Context: an optimization exercise on an open-source flow, tuned for small area, a short achievable clock period and few clock cycles. The choices shown serve that exercise and are no tape-out recipe. Only simulation tests tie the RTL to the original design; equivalence was not proved.

[flow/config.mk]
export PLATFORM = sky130hd
export DESIGN_NAME = expo_mont
export DESIGN_NICKNAME = expo_mont
export VERILOG_FILES = /design/flow/design.v
export SDC_FILE = /design/flow/constraint.sdc
export NUM_CORES = 4
export LEC_CHECK = 0
export CAP_MARGIN = 20
export CORE_MARGIN = 2
export CORE_UTILIZATION = 40
export SLEW_MARGIN = 20
[flow/constraint.sdc]
create_clock -name core_clock -period 36.0 [get_ports {clk}]
set_input_delay 7.2000 -clock core_clock [delete_from_list [all_inputs] [get_ports {clk}]]
set_output_delay 7.2000 -clock core_clock [all_outputs]
set_load 0.01 [all_outputs]
[flow/design.v]
`timescale 1ns / 1ps
module division #(parameter k = 32)(
 input [k-1:0] a, b, 
 input clk, rst, start,
 output reg  [k-1:0] rem, quo, 
 output done
    );
  reg [$clog2(k)-1 : 0] count;
  reg[k-1:0] rem_Reg, quo_Reg;
  wire m_out;    
  wire [$clog2(k)-1 : 0] count_next; 
  wire[k-1:0] quo_next, rem_next, w;
  assign w = rem_Reg - b;
  always @ (posedge clk, negedge rst) begin
    if(!rst) begin 
       rem_Reg <= 0; 
       quo_Reg<=0;
       count <=0; 
    end      
    else begin     
       count <= count_next;
       quo_Reg<= quo_next;
       rem_Reg <= rem_next;
    end  
  end
  assign quo_next = start?((rem_Reg>=b)? ( {quo_Reg[k-2:0], 1'b1}):(quo_Reg<<1)):(quo_Reg);
  assign rem_next = start ?((rem_Reg>=b) ? ({w[k-2:0], m_out}):( {rem_Reg[k-2:0], m_out})):(rem_Reg);
  assign count_next = start ?((count==k-1)?(0):(count+1)):(count);   
  assign m_out = a[k - 1- count];
  assign done =(count == 0);
  always @(posedge clk) begin    
      if (done & rem_Reg>=b) begin
          quo <= {quo_Reg[k-2:0], 1'b1};
          rem <= w;
      end
      else  if (done)begin 
          quo <= {quo_Reg[k-2:0], 1'b0};
          rem <= rem_Reg;
      end
   end
endmodule
`timescale 1ns / 1ps
module monpro #(parameter k = 8)(
input calc,
input [k-1:0] a_mont, b_mont, n, n_inv,
output [k:0] prod_mon
    );
    wire  [2*k-1:0] w, t,p;
    wire [2*k : 0] q;
    wire [k:0] u, u_sub;
    assign w = a_mont*b_mont;
    assign t = w[k-1:0] * n_inv;
    assign p = t[k-1:0] * n;
    assign q = w + p ; 
    assign u = q[2*k:k];
    assign u_sub = u - n;
    assign prod_mon = {1'b0, (u<n) ? u[k-1:0] : u_sub[k-1:0]};
endmodule
`timescale 1ns / 1ps
module expo_mont #(parameter in_bit = 16, mod_bit = 16, expo_bit = 16)(
input [in_bit-1:0] in,
input [mod_bit-1:0] n, n_inv, 
input [expo_bit-1:0] exp,
input rst, clk,
output [mod_bit:0] out,
output done
    );
  localparam s_r = 0, s_r1 = 1, s_r2 = 2, s0 = 3, s1=4, s2=5, s3=6, s4=7;
   reg [$clog2(expo_bit) - 1:0] count;
   wire [mod_bit-1:0] unity_mont, in_mont;
reg [3:0] state;
wire [mod_bit-1:0] x_mont;
wire [mod_bit:0] p_mont, q_mont;
  reg [3:0]  next_state;
  wire [$clog2(expo_bit) - 1:0] count_next; 
  wire dec; 
  assign dec = state == s1; 
      always @(posedge clk, negedge rst) begin
           if(!rst) count<= expo_bit -1;
           else if (dec) count<= count_next;  
           else count<= count;
       end 
      assign count_next = (count==0)?(expo_bit - 1):(count-1);
  wire bit_val;
  assign bit_val = exp[count];
  wire [mod_bit:0] rem1;
  wire [mod_bit+in_bit-1:0] rem2;
  wire done1, start1, done2, start2;
  wire [mod_bit:0] r;  
  assign r = {1'b1, {mod_bit{1'b0}}};
  assign start1 = state==s_r| state==s_r1;
  assign start2 = state== s_r| state== s_r1| state==s_r2;  
      division #(.k(mod_bit+1)) d1 (.a(r) , .b({1'b0, n}) , .clk(clk) ,.rst(rst), .start(start1), .rem(rem1), .quo(), .done(done1));  
      division #(.k(mod_bit+in_bit)) d2 (.a({in, {mod_bit{1'b0}}}) , .b({{in_bit{1'b0}},n}) , .clk(clk) ,.rst(rst), .start(start2), .rem(rem2), .quo(), .done(done2));
  assign unity_mont = rem1[mod_bit-1:0];
  assign in_mont = rem2[mod_bit-1:0];
      always @(posedge clk, negedge rst) begin
       if(!rst) state<= s_r;
       else state<=next_state;
      end
      always @(*) begin
           case (state)
           s_r: next_state = s_r1;
           s_r1: next_state = (done1)?(s_r2):(s_r1);
           s_r2: next_state = (done2)?(s0):(s_r2);
           s0: next_state = s1;
           s1: next_state = (bit_val)?(s2):(s3);
           s2: next_state = s4;
           s3: next_state = s4;
           s4: next_state = (count==expo_bit - 1)?s4:s0;
           default: next_state = state;
           endcase
      end
  wire calc1, calc2;
  wire [mod_bit-1:0] unity;
  reg [mod_bit-1:0] x_mont_reg;
  wire [mod_bit:0] out_temp;
  assign unity = 1;
  assign calc1 = state== s1;
  assign calc2 = state == s2;
  assign done = (state==s4)&(count==expo_bit-1);
    assign x_mont = x_mont_reg;
  always @(posedge clk) begin 
   case (state)
    s_r2: x_mont_reg = unity_mont;
    s2: x_mont_reg = q_mont[mod_bit-1:0];
    s3: x_mont_reg = p_mont[mod_bit-1:0];
    default x_mont_reg = x_mont;
    endcase
  end
  monpro #(.k(mod_bit)) mon1 ( calc1, x_mont, x_mont, n, n_inv, p_mont);
  monpro #(.k(mod_bit)) mon2 ( calc2, in_mont, p_mont[mod_bit-1:0], n, n_inv, q_mont); 
  monpro #(.k(mod_bit)) mon3 (done, x_mont, unity , n, n_inv, out_temp); 
  assign out = done?(out_temp):(0);
endmodule
[flow/run.sh]
#!/bin/bash
# synth_recipe.tcl (not shown) runs the flow's synth.tcl, then flattens the netlist and writes it again
# the make line also repeats each setting of config.mk as NAME=value (left out here)
make -C /OpenROAD-flow-scripts/flow DESIGN_CONFIG=/design/flow/config.mk WORK_HOME=/design/flow/orfs CLKGATE_MAP_FILE= SYNTH_SCRIPT=/design/flow/synth_recipe.tcl finish
==> results.yml <==
logic_synthesis:
  netlist_instances: 7084
  synth_edf_count: 48
  ys_async_sr_fraction_pct: 57.9
  synth_top_flop_cell: "dfrtp_1"
  syn_area_um2: 62400
  ys_top_cells_by_area: "fa_1 (40%), ha_1 (15%), inv_1 (9.9%)"
  synth_fp_nets: 9147
  yosysWarnings: 3
  yosysSeqAreaShare_pct: 4.97
  synth_commonest_cells: "inv_1 (1,640), fa_1 (1,247), nand2_1 (970)"
  ys_ff_latch: 114
  yosys.cell_types.count: 100
  synth_top_area_share_pct: 40.0
  synth.avg_cell_area_um2: 8.80
  yosysTopAreaCell: "fa_1"
  post-synth-top-count-cell: "inv_1"
setup_path:
  cpMaxStageDelayCell: "fa_1"
  endpoint_kind: "flop"
  worstSetupPathType: "in -> reg"
  crit_top_cell: "fa_1"
  cp_max_fo: 8
  required_ns: 36.17
  startpoint_type: "input port"
  crit_buf_inv: 26
  max_stage_delay_ns: 0.58
  crit_arrival_ns: 35.71
  cp_top_family: "adder cells"
drt:
  wl_um: 181000
  ant_nets: 0
  wire_per_inst_um: 19.1
  via_count: 48100
  vias_per_cell: 5.08
  drc: 0
  dr.first_iter.drc_count: 2539
  dr.pass1.iters: 5
placement:
  dp.cells: 9417
  dp_hpwl_um: 152000
  place_ws_ns: -1.55
  portBuffers: 82
  gp_congestion: 0.970
floorplanning:
  coreArea_um2: 154000
  die_y_um: 399
  die-area_um2: 159000
  core.rowCount: 144
  start_util_pct: 40.4
  die_x_um: 399
  io_pins: 84
timing:
  tightest_slew_ns: 1.14
  clock.fmax_mhz: 28.1
  fin_ws_ns: 0.453
  setup_viol: 0
  finClkSkew_ns: 0.0151
  hold_viol: 0
  grt_setup_unrepaired: "true"
  period_share_pct: 98.7
  drv_slew: 0
  fin_crit_ns: 35.55
  slew_headroom_pct: 24.1
status:
  status: "no timing/DRC/antenna violations"
cts:
  numCtsBuffers: 17
  clk_latency_ns: 0.43
  htree_levels: 4
  cts_root_buffer: "clkbuf_16"
  cts_max_path_buffers: 2
  clk_pin_slew_worst_paths_ns: 0.06
  cts_sinks: 114
  cts_tree: "yes"
worst_hold_path:
  min_path_type: "reg -> reg"
final_layout:
  top_regs: "d2.rem_Reg x32, d1.rem_Reg x17"
  instances_no_fill: 9472
  nets: 9477
  top_register: "d2.rem_Reg"
  synthToLayoutAreaGrowth_pct: 12.1
  largest_register_ffs: 32
  drive_gt1_share_pct: 11.2
global_route:
  track_usage_pct: 23.5
  grt_max_degree: 68
  grt_pass1_wl_um: 292000
  grt_pass1_vias: 51900
  grt_overflow: 0
  antenna_found_initial: 1
job:
  max_cap_viol_count: 0
==> what timing repair did <==
| item | in CTS | in global routing |
|---|---|---|
| hold buffers | 0 | 0 |
| resized for setup | 71 | 171 |
| endpoints found under the setup margin | 16 | 16 |
| setup buffers | 5 | 15 |
| pin swaps | 58 | 105 |
| cloned | 1 | 1 |
==> area by class of cell <==
cell class	count	area, µm²
clock inverters	13	145
multi-input cells	5038	52700
clock buffers	19	475
fillers	15000	84500
diodes	1	2.50
repair buffers	591	4720
flip-flops and latches	114	3100
inverters	1652	6200
well taps	2044	2560
==> final timing paths <==
path	from	to	slack, ns	cells past startpoint
setup / recovery	n_inv[1]	x_mont_reg[14]	0.45	120
hold / removal	d1.rem_Reg[16]	d1.rem_Reg[16]	0.49	2
setup reg to reg	x_mont_reg[3]	x_mont_reg[14]	1.32	133
hold reg to reg	d1.rem_Reg[16]	d1.rem_Reg[16]	0.49	2
max in group asynchronous	rst	d1.count[1]	28.39	2
min in group asynchronous	rst	d2.count[3]	7.03	2
==> per-stage QoR <==
step	TNS, ns	util (%)	cell area (µm²)	hold slack, ns
2_1_floorplan	0	-	62500	0.442
3_3_place_gp	-17.16	44.3	68300	0.458
3_5_place_dp	-23.67	44.3	68300	0.475
4_1_cts	0	44.9	69300	0.488
5_1_grt	-8.52	45.3	69900	0.525
6_report	0	45.3	69900	0.494
==> cell usage in the layout (no fill, tap or decap), drive strengths merged, types with 37 or more instances in the layout <==
cell type | netlist | layout
mux2 | 43 | 44
fa | 1247 | 1247
nor3 | 37 | 37
clkdlybuf4s50 | 0 | 54
a21oi | 144 | 144
and3 | 58 | 58
xnor2 | 198 | 198
nand2 | 970 | 970
dfrtp | 62 | 62
nand2b | 69 | 69
a21o | 55 | 55
nor2 | 245 | 245
edfxtp | 48 | 48
xor2 | 74 | 74
mux2i | 54 | 54
buf | 15 | 532
ha | 750 | 750
and2 | 517 | 517
nand3 | 43 | 43
nor2b | 51 | 51
o21ai | 153 | 153
inv | 1645 | 1657
==> tightest hold or removal path, delay by kind of cell, from the launching register on <==
| family | cells | cell delay [ns] |
|---|---|---|
| AOI/OAI and AO/OA | 1 | 0.06 |
| and+or+nand+nor | 1 | 0.05 |
| DFF | 1 | 0.35 |
==> kinds of logic (layout without fill, tap and decap cells) <==
| family | Yosys count | count (layout) | share of synthesized area, % |
|---|---|---|---|
| simple gates | 2071 | 2071 | 15.9 |
| xor+xnor | 278 | 278 | 4.05 |
| flops | 114 | 114 | 4.97 |
| fa+ha+maj | 1997 | 1997 | 55.1 |
| compound gates | 583 | 583 | 6.12 |
| buf+inv | 1933 | 2275 | 11.9 |
| mux | 107 | 108 | 2.04 |
| other cells | 1 | 2 | 0.00601 |
==> routing by layer <==
| layer | global-route usage (%) | wire, µm |
|---|---|---|
| met3 | 1.94 | 7650 |
| met5 | 0 | 0 |
| met2 | 41.2 | 89900 |
| met4 | 7.86 | 7350 |
| met1 | 30.5 | 76000 |
Testbench counts, summed over its fixed seeds: cycles 18,624.

==> separate check: timing with driven ports <==
In the flow no input, the clock included, has a driving cell. The finished layout below was timed again as built, in two steps. Step 1 sets driving cells, clkbuf_16 on the clock port and buf_2 on the other inputs (assumed; they add their load-dependent delay and slew). Step 2 adds t to the input delays and takes it off the output delays; t is the mean of the earliest and latest rising clock arrival at the registers after step 1. Input paths then give back, and output paths get back, about the clock's delay inside the block. Slacks: ideal ports / drivers / drivers and shift; pairs: ideal ports / drivers.
t, ns: 0.478
setup WS [ns]: 0.453 / 0.436 / -0.043
worst setup path at the end: input to register
worst data-port slew with drivers (ns): 0.10
Met with ideal ports but missed after step 2: setup timing in this run. The setup slack of this run moves by -0.017 ns with the drivers and by -0.496 ns with both steps.
